Source: an optimization exercise on an open RTL-to-GDS flow (aim: small area). Production flows keep margins and buffers that such runs may drop. Function was checked by simulation only, so behaviour that the tests miss may differ from the original. The clock port is modelled as an ideal driver; clocking choices that lean on that would not hold on a real chip. Power is estimated from default activity; no workload was simulated.

Setup of job 6039:
==> flow/design.v (excerpt) <==
module project_basic(
    input clk,
    input clr,
    input x1,
    input x0,
    input add,
    input sub,
    input result,
    output [7:0] zero_one,
    output [7:0] sign_zero_one,
    output [3:0] led_bits,
    output [3:0] sign_led_bits
    );
export LEC_CHECK = 0
export CAP_MARGIN = 20
export CORE_MARGIN = 2
export CORE_UTILIZATION = 40
export SLEW_MARGIN = 20
create_clock -name core_clock -period 10.0 [get_ports {clk}]
standard.sh (not shown) runs the stock make flow with config.mk's settings and CLKGATE_MAP_FILE= SYNTH_SCRIPT=/design/flow/synth_recipe.tcl, a recipe that flattens the netlist after the stock synthesis.
==> flow/flow/run.sh <==
#!/bin/bash
# The standard layout (standard.sh), with these changes:
#  - synthesis maps the logic with an area-oriented ABC script (flow/abc_area.script)
#    in place of ORFS's speed script; everything else in synth_recipe.tcl is kept,
#    so the registers and their names are those of the standard synthesis
#  - each port gets the smallest buffer, buf_1
#  - clock tree synthesis uses clkbuf_4 buffers without dummy loads, and then
#    flow/post_cts.tcl resizes each clock buffer to the smallest that keeps the clock-pin slew within 118 ps
#  - flow/pre_resize.tcl replaces the buffer that placement adds after the clr port buffer by a larger port buffer
# Each tool's output goes to ORFS's own logs (orfs/logs/...) and to flow_standard.log.
set -euo pipefail
W=$PWD
{
  cat <<'EOT'
proc abc {args} {
  set i [lsearch $args -script]
  if {$i >= 0} { lset args [expr {$i + 1}] $::env(MY_ABC_SCRIPT) }
  yosys abc {*}$args
}
EOT
  cat "$W/synth_recipe.tcl"
} > "$W/flow_synth.tcl"
sed -e "s|SYNTH_SCRIPT=[^ ]*|SYNTH_SCRIPT=$W/flow_synth.tcl|" "$W/standard.sh" > "$W/flow_standard.sh"
grep -q "SYNTH_SCRIPT=$W/flow_synth.tcl" "$W/flow_standard.sh"
export MY_ABC_SCRIPT=$W/flow/abc_area.script
export BUFFER_PORTS_ARGS="-buffer_cell sky130_fd_sc_hd__buf_1"
export CTS_ARGS="-sink_clustering_enable -repair_clock_nets -buf_list sky130_fd_sc_hd__clkbuf_4 -root_buf sky130_fd_sc_hd__clkbuf_4 -sink_clustering_size 10 -sink_clustering_max_diameter 30 -dont_use_dummy_load"
export POST_CTS_TCL=$W/flow/post_cts.tcl
export PRE_RESIZE_TCL=$W/flow/pre_resize.tcl
bash "$W/flow_standard.sh" > "$W/flow_standard.log" 2>&1
==> flow/flow/abc_area.script <==
strash
balance
rewrite
refactor
balance
rewrite
rewrite -z
balance
refactor -z
rewrite -z
balance
balance
rewrite
refactor
balance
rewrite
rewrite -z
balance
refactor -z
rewrite -z
balance
balance
rewrite
refactor
balance
rewrite
rewrite -z
balance
refactor -z
rewrite -z
balance
dch -f
amap
topo
==> flow/flow/pre_resize.tcl <==
# Sourced by ORFS's resize.tcl (PRE_RESIZE_TCL) before repair_design. A buffer
# that timing-driven global placement inserted right after an input port's
# buffer (for the high fanout of clr) is removed, and the port's buffer is
# upsized to buf_2 to drive the load itself; repair_design then checks the net.
foreach inst [get_cells -quiet place*] {
  if {![string match sky130_fd_sc_hd__buf_* [get_property $inst ref_name]]} { continue }
  set in_net [get_nets -of_objects [get_pins [get_full_name $inst]/A]]
  set drv ""
  foreach p [get_pins -of_objects $in_net] {
    if {[get_property $p direction] == "output"} { set drv [get_cells -of_objects $p] }
  }
  if {$drv == "" || ![string match input* [get_full_name $drv]]} { continue }
  puts "pre_resize: removing [get_full_name $inst], [get_full_name $drv] -> buf_2"
  remove_buffers $inst
  replace_cell $drv sky130_fd_sc_hd__buf_2
}
Other scripts of this flow, unchanged in this note and not shown: flow/flow/post_cts.tcl
Input-level comparison between job 5283 and job 6039:
diff --git a/flow/flow/run.sh b/flow/flow/run.sh
--- a/flow/flow/run.sh
+++ b/flow/flow/run.sh
@@ -9 +8,0 @@
-#  - flow/pre_resize.tcl replaces the buffer that placement adds after the clr port buffer by a larger port buffer
@@ -29 +27,0 @@
-export PRE_RESIZE_TCL=$W/flow/pre_resize.tcl
removed: flow/flow/pre_resize.tcl
Results
Relative to job 6039, job 5283 degrades final hold slack.
Summary: with job 6039 as the reference, global-route wire length before repair in job 5283 moved down by a few percent.
Relative to job 6039, final worst slack has gone down in job 5283.
Of job 6039 and job 5283, the higher total cell area at the placement stage belongs to job 5283.
On first-iteration DRC count, job 5283 does worse than job 6039.
--- input diff job 5283..job 3629 ---
- a change of SLEW_MARGIN from 20 to 0
- a change of CAP_MARGIN from 20 to 0
[summary]
As far as timing-limited maximum frequency goes, job 5283 and job 3629 are indistinguishable; the numbers are identical. Between job 3629 and job 5283, the difference in clock-net power is negligible. As far as utilization is concerned, job 5283 and job 3629 perform about the same. Diff job 3629..job 5283 | reported max-cap violation count | unchanged. Comparing job 5283 against job 3629, there is no change at all in estimated wirelength of the detail-placed design. Met1 routing resource usage after global routing: job 3629 vs job 5283 identical. Job 3629 has completed all stages; timing, DRC and antenna checks passed.
Here is what was changed in the inputs of job 9707 compared with job 3629.
- swapping 0 for 20 in CAP_MARGIN
- swapping 0 for 20 in SLEW_MARGIN
diff --git a/flow/flow/run.sh b/flow/flow/run.sh
--- a/flow/flow/run.sh
+++ b/flow/flow/run.sh
@@ -8,0 +9 @@
+#  - flow/pre_resize.tcl replaces the buffer that placement adds after the clr port buffer by a larger port buffer
@@ -27,0 +29 @@
+export PRE_RESIZE_TCL=$W/flow/pre_resize.tcl
diff --git a/flow/flow/abc_area.script b/flow/flow/abc_area.script
--- a/flow/flow/abc_area.script
+++ b/flow/flow/abc_area.script
@@ -2,5 +1,0 @@
-balance
-rewrite
-refactor
-balance
-rewrite
@@ -8 +2,0 @@
-balance
==> flow/flow/pre_resize.tcl (new file) <==
# Sourced by ORFS's resize.tcl (PRE_RESIZE_TCL) before repair_design. A buffer
# that timing-driven global placement inserted right after an input port's
# buffer (for the high fanout of clr) is removed, and the port's buffer is
# upsized to buf_2 to drive the load itself; repair_design then checks the net.
foreach inst [get_cells -quiet place*] {
  if {![string match sky130_fd_sc_hd__buf_* [get_property $inst ref_name]]} { continue }
  set in_net [get_nets -of_objects [get_pins [get_full_name $inst]/A]]
  set drv ""
  foreach p [get_pins -of_objects $in_net] {
    if {[get_property $p direction] == "output"} { set drv [get_cells -of_objects $p] }
  }
  if {$drv == "" || ![string match input* [get_full_name $drv]]} { continue }
  puts "pre_resize: removing [get_full_name $inst], [get_full_name $drv] -> buf_2"
  remove_buffers $inst
  replace_cell $drv sky130_fd_sc_hd__buf_2
}
==> results.txt <==
Clock skew on job 9707 is up relative to job 3629.
Job 9707 can be clocked faster than job 3629.
Between job 9707 and job 3629, the clock-pin slew reported for the worst setup and hold paths after clock tree synthesis does not differ in any meaningful way.
Area: job 9707 vs job 3629 -> job 9707 larger
Job 9707 reports a higher total power than job 3629 does.

* * *

v6:
project_basic, a different RTL version from the one above (not shown whole).
Size: roughly 220 cells after synthesis, about 48 flip-flops, ~31 I/O pins.
==> flow/design.v (excerpt) <==
module project_basic(
    input clk,
    input clr,
    input x1,
    input x0,
    input add,
    input sub,
    input result,
    output [7:0] zero_one,
    output [7:0] sign_zero_one,
    output [3:0] led_bits,
    output [3:0] sign_led_bits
    );
export LEC_CHECK = 0
export CAP_MARGIN = 20
export CORE_MARGIN = 2
export CORE_UTILIZATION = 40
export SLEW_MARGIN = 20
create_clock -name core_clock -period 10.0 [get_ports {clk}]
==> flow/flow/run.sh <==
#!/bin/bash
# The standard layout, with the smallest buffer on each port and power
# recovery (which downsizes gates that have slack) after global routing.
set -euo pipefail
export BUFFER_PORTS_ARGS="-buffer_cell sky130_fd_sc_hd__buf_1"
export RECOVER_POWER=100
bash standard.sh > standard.log 2>&1
> inputs changed (v6 -> v7)
==> flow/run.sh (new file) <==
#!/bin/bash
# synth_recipe.tcl (not shown) runs the flow's synth.tcl, then flattens the netlist and writes it again
# the make line also repeats each setting of config.mk as NAME=value (left out here)
make -C /OpenROAD-flow-scripts/flow DESIGN_CONFIG=/design/flow/config.mk WORK_HOME=/design/flow/orfs CLKGATE_MAP_FILE= SYNTH_SCRIPT=/design/flow/synth_recipe.tcl finish
removed: flow/flow/run.sh
removed: flow/standard.sh
[summary]
Share of power burned in the clock network, v6 and v7: lower on v7. v7 has share of the clock period used by the worst path after layout below what v6 had. In v7, the wire length of the first global-routing pass came out 1.3% below the value in v6. [compare] base=v6 new=v7: total power neither gained nor lost much, non-clock buffer area fraction after layout went up 7.3 points. Going from v6 to v7, maximum frequency from static timing analysis went up by about 14%, count of clock-buffer cells in the layout lower, amount of wire on met3 after detailed routing grew by about 3%, met3 usage decreased by 1.5 points relative to the old numbers.

* * *

project_basic, a different RTL version from the one above (not shown whole).
Size: ~220 cells after synthesis, roughly 48 flip-flops, roughly 2000 um^2 of cells after synthesis.
Design project_basic, start of the top module:
module project_basic(
    input clk,
    input clr,
    input x1,
    input x0,
    input add,
    input sub,
    input result,
    output [7:0] zero_one,
    output [7:0] sign_zero_one,
    output [3:0] led_bits,
    output [3:0] sign_led_bits
    );
    reg [3:0] a, b;
    reg [2:0] pos;       
    reg sw01;            
    localparam [10:0] DM = 11'b01010101010;
    localparam [12:0] CM = 13'b0101010101010;
    reg [10:0] dlq;      
    reg [12:0] clq;      
    wire [10:0] dl = dlq ^ DM;   
    wire [12:0] cl = clq ^ CM;   
    reg [2:0] hi;        
    reg [3:0] ans;
    reg neg, error, ifadd, ifsub, ifresult;
    wire key = x1 | x0;
    wire [3:0] ca = clr ? 4'd0 : a;
    wire [3:0] cb = clr ? 4'd0 : b;
    wire [2:0] cpos = clr ? 3'd0 : pos;
    wire [10:0] cdl = clr ? 11'd0 : dl;
    wire [12:0] ccl = clr ? 13'd0 : cl;
    wire csw = ~clr & sw01;
    wire cadd = ~clr & ifadd;
    wire csub = ~clr & ifsub;
    wire dlow0 = ~|cdl[9:0];
    wire cbusy = cdl[10] | ~dlow0;
    wire dfb = cdl[10] ^ cdl[8] ^ (dlow0 & (cdl[10] | key));
  ...
export LEC_CHECK = 0
export CAP_MARGIN = 20
export CORE_MARGIN = 2
export CORE_UTILIZATION = 85
export PLACE_DENSITY = 0.9
export SLEW_MARGIN = 20
create_clock -name core_clock -period 10.0 [get_ports {clk}]
==> flow/flow/run.sh <==
#!/bin/bash
# The standard layout (standard.sh), with three changes:
#  - synthesis maps the logic with an area-oriented ABC script (flow/abc_area.script)
#    in place of ORFS's speed script; everything else in synth_recipe.tcl is kept,
#    so the registers and their names are those of the standard synthesis
#  - each port gets the smallest buffer, buf_1
#  - clock tree synthesis uses clkbuf_4 buffers
set -euo pipefail
W=$PWD
{
  cat <<'EOT'
proc abc {args} {
  set i [lsearch $args -script]
  if {$i >= 0} { lset args [expr {$i + 1}] $::env(MY_ABC_SCRIPT) }
  yosys abc {*}$args
}
EOT
  cat "$W/synth_recipe.tcl"
} > "$W/flow_synth.tcl"
sed -e "s|SYNTH_SCRIPT=[^ ]*|SYNTH_SCRIPT=$W/flow_synth.tcl|" "$W/standard.sh" > "$W/flow_standard.sh"
grep -q "SYNTH_SCRIPT=$W/flow_synth.tcl" "$W/flow_standard.sh"
export MY_ABC_SCRIPT=$W/flow/abc_area.script
export BUFFER_PORTS_ARGS="-buffer_cell sky130_fd_sc_hd__buf_1"
export CTS_ARGS="-sink_clustering_enable -repair_clock_nets -buf_list sky130_fd_sc_hd__clkbuf_8 -root_buf sky130_fd_sc_hd__clkbuf_8 -sink_clustering_size 24 -dont_use_dummy_load"
bash "$W/flow_standard.sh" > "$W/flow_standard.log" 2>&1
==> flow/flow/abc_area.script <==
strash
dch -f
amap
topo
The starting point finished with timing, DRC and antenna clean.
Change:
Settings changed: CORE_UTILIZATION 85 to 40, PLACE_DENSITY 0.9 to not set.
The new run completed without violations.
Core utilization is lower by 50 points.
Clock skew increases by 0.0096 ns.
Synthesized area does not change.
Cell area goes up by 2.4%.
Setup slack improves by 0.14 ns.
Total power fell by 1.9%.
Register-to-register slack gets better by 0.13 ns.
Count of clock-buffer cells in the layout is unchanged.
Global-route usage fell by 27 points.
Change:
==> flow/flow/run.sh (replaced) <==
#!/bin/bash
# The standard layout (standard.sh), with these changes:
#  - synthesis maps the logic with an area-oriented ABC script (flow/abc_area.script)
#    in place of ORFS's speed script; everything else in synth_recipe.tcl is kept,
#    so the registers and their names are those of the standard synthesis
#  - each port gets the smallest buffer, buf_1
#  - clock tree synthesis uses clkbuf_8 buffers without dummy loads, and then
#    flow/post_cts.tcl downsizes each clock buffer as far as the clock-pin slew allows
# Each tool's output goes to ORFS's own logs (orfs/logs/...) and to flow_standard.log.
set -euo pipefail
W=$PWD
{
  cat <<'EOT'
proc abc {args} {
  set i [lsearch $args -script]
  if {$i >= 0} { lset args [expr {$i + 1}] $::env(MY_ABC_SCRIPT) }
  yosys abc {*}$args
}
EOT
  cat "$W/synth_recipe.tcl"
} > "$W/flow_synth.tcl"
sed -e "s|SYNTH_SCRIPT=[^ ]*|SYNTH_SCRIPT=$W/flow_synth.tcl|" "$W/standard.sh" > "$W/flow_standard.sh"
grep -q "SYNTH_SCRIPT=$W/flow_synth.tcl" "$W/flow_standard.sh"
export MY_ABC_SCRIPT=$W/flow/abc_area.script
export BUFFER_PORTS_ARGS="-buffer_cell sky130_fd_sc_hd__buf_1"
export CTS_ARGS="-sink_clustering_enable -repair_clock_nets -buf_list sky130_fd_sc_hd__clkbuf_8 -root_buf sky130_fd_sc_hd__clkbuf_8 -dont_use_dummy_load"
export POST_CTS_TCL=$W/flow/post_cts.tcl
bash "$W/flow_standard.sh" > "$W/flow_standard.log" 2>&1
==> flow/flow/post_cts.tcl (new file) <==
proc my_max_clk_slew {} {
  set mx 0
  foreach pin [get_pins -hierarchical */CLK] {
    foreach p {slew_max_rise slew_max_fall} {
      set s [get_property $pin $p]
      if {$s > $mx} { set mx $s }
    }
  }
  return $mx
}

estimate_parasitics -placement
puts "post_cts: max clock-pin slew before [my_max_clk_slew]"
foreach c [get_cells clkbuf_*] {
  set orig [get_property $c ref_name]
  foreach size {1 2 4 8} {
    set cell sky130_fd_sc_hd__clkbuf_$size
    if {$cell == $orig} { break }
    replace_cell $c $cell
    estimate_parasitics -placement
    set s [my_max_clk_slew]
    if {$s <= 0.110} {
      puts "post_cts: [get_full_name $c] $orig -> $cell, max clock-pin slew $s"
      break
    }
    replace_cell $c $orig
    estimate_parasitics -placement
  }
}
puts "post_cts: max clock-pin slew after [my_max_clk_slew]"
detailed_placement
check_placement -verbose
estimate_parasitics -placement
=> The changed run finished clean; clock power came out lower by about 10%; maximum frequency came out higher by 4.2%; final area came out lower by 0.77%; power came out lower by about 3.6%; area after synthesis stays the same; critical path depth stays the same; wire length is about the same; non-clock buffer count is unchanged; setup slack gets better by 0.20 ns.
Change:
Settings changed: GPL_TIMING_DRIVEN set to 0.
Critical path depth came out lower by 1. Total power came out higher by 4.0%. Die area is unchanged. Sequential share of layout area came out lower by 2.3 points. Global-route usage stays flat. Non-clock buffer count came out higher by 13. Synthesized area stays the same. Register-to-register slack loses 0.10 ns. Final area came out higher by 4.9%. Core utilization came out higher by 2.2 points.

==> port drivers added, routing unchanged <==
How much do the figures lean on ideal ports? The routed layouts below were timed once more, with nothing changed but the port constraints.
Step 1 (the two cells are an assumption about what drives the block):
set clk [get_ports {clk}]
set_driving_cell -lib_cell sky130_fd_sc_hd__clkbuf_16 $clk
set_driving_cell -lib_cell sky130_fd_sc_hd__buf_2 [delete_from_list [all_inputs] $clk]
Step 2, shift: input delay + t, output delay - t, t = (earliest + latest rising clock arrival at the registers) / 2. This alone moves slack from input paths to output paths.
a / b / c = no drivers / after step 1 / after step 2; a / b = the first two.
run | t, ns | setup WS [ns] | worst setup path at the end | worst slew at a driven data input, ns
job 6039 | 0.528 | 4.920 / 4.921 / 4.393 | input to register | 0.03
job 5283 | 0.374 | 4.865 / 4.864 / 4.490 | input to register | 0.03
job 3629 | 0.374 | 4.865 / 4.864 / 4.490 | input to register | 0.03
job 9707 | 0.387 | 4.987 / 4.992 / 4.605 | input to register | 0.03
v6 | 0.318 | 4.549 / 4.551 / 4.233 | input to register | 0.04
v7 | 0.312 | 5.229 / 5.233 / 4.920 | input to register | 0.04
the first run of note 3 | 0.317 | 4.772 / 4.769 / 4.453 | input to register | 0.04
the second run of note 3 | 0.313 | 4.917 / 4.919 / 4.606 | input to register | 0.03
the third run of note 3 | 0.525 | 5.121 / 5.121 / 4.596 | input to register | 0.04
the fourth run of note 3 | 0.552 | 4.298 / 4.294 / 3.741 | input to register | 0.03
After both steps every run listed still meets setup and hold. For the fourth run of note 3, which loses most, drivers alone change the setup slack by -0.004 ns; drivers and shift together by -0.557 ns.
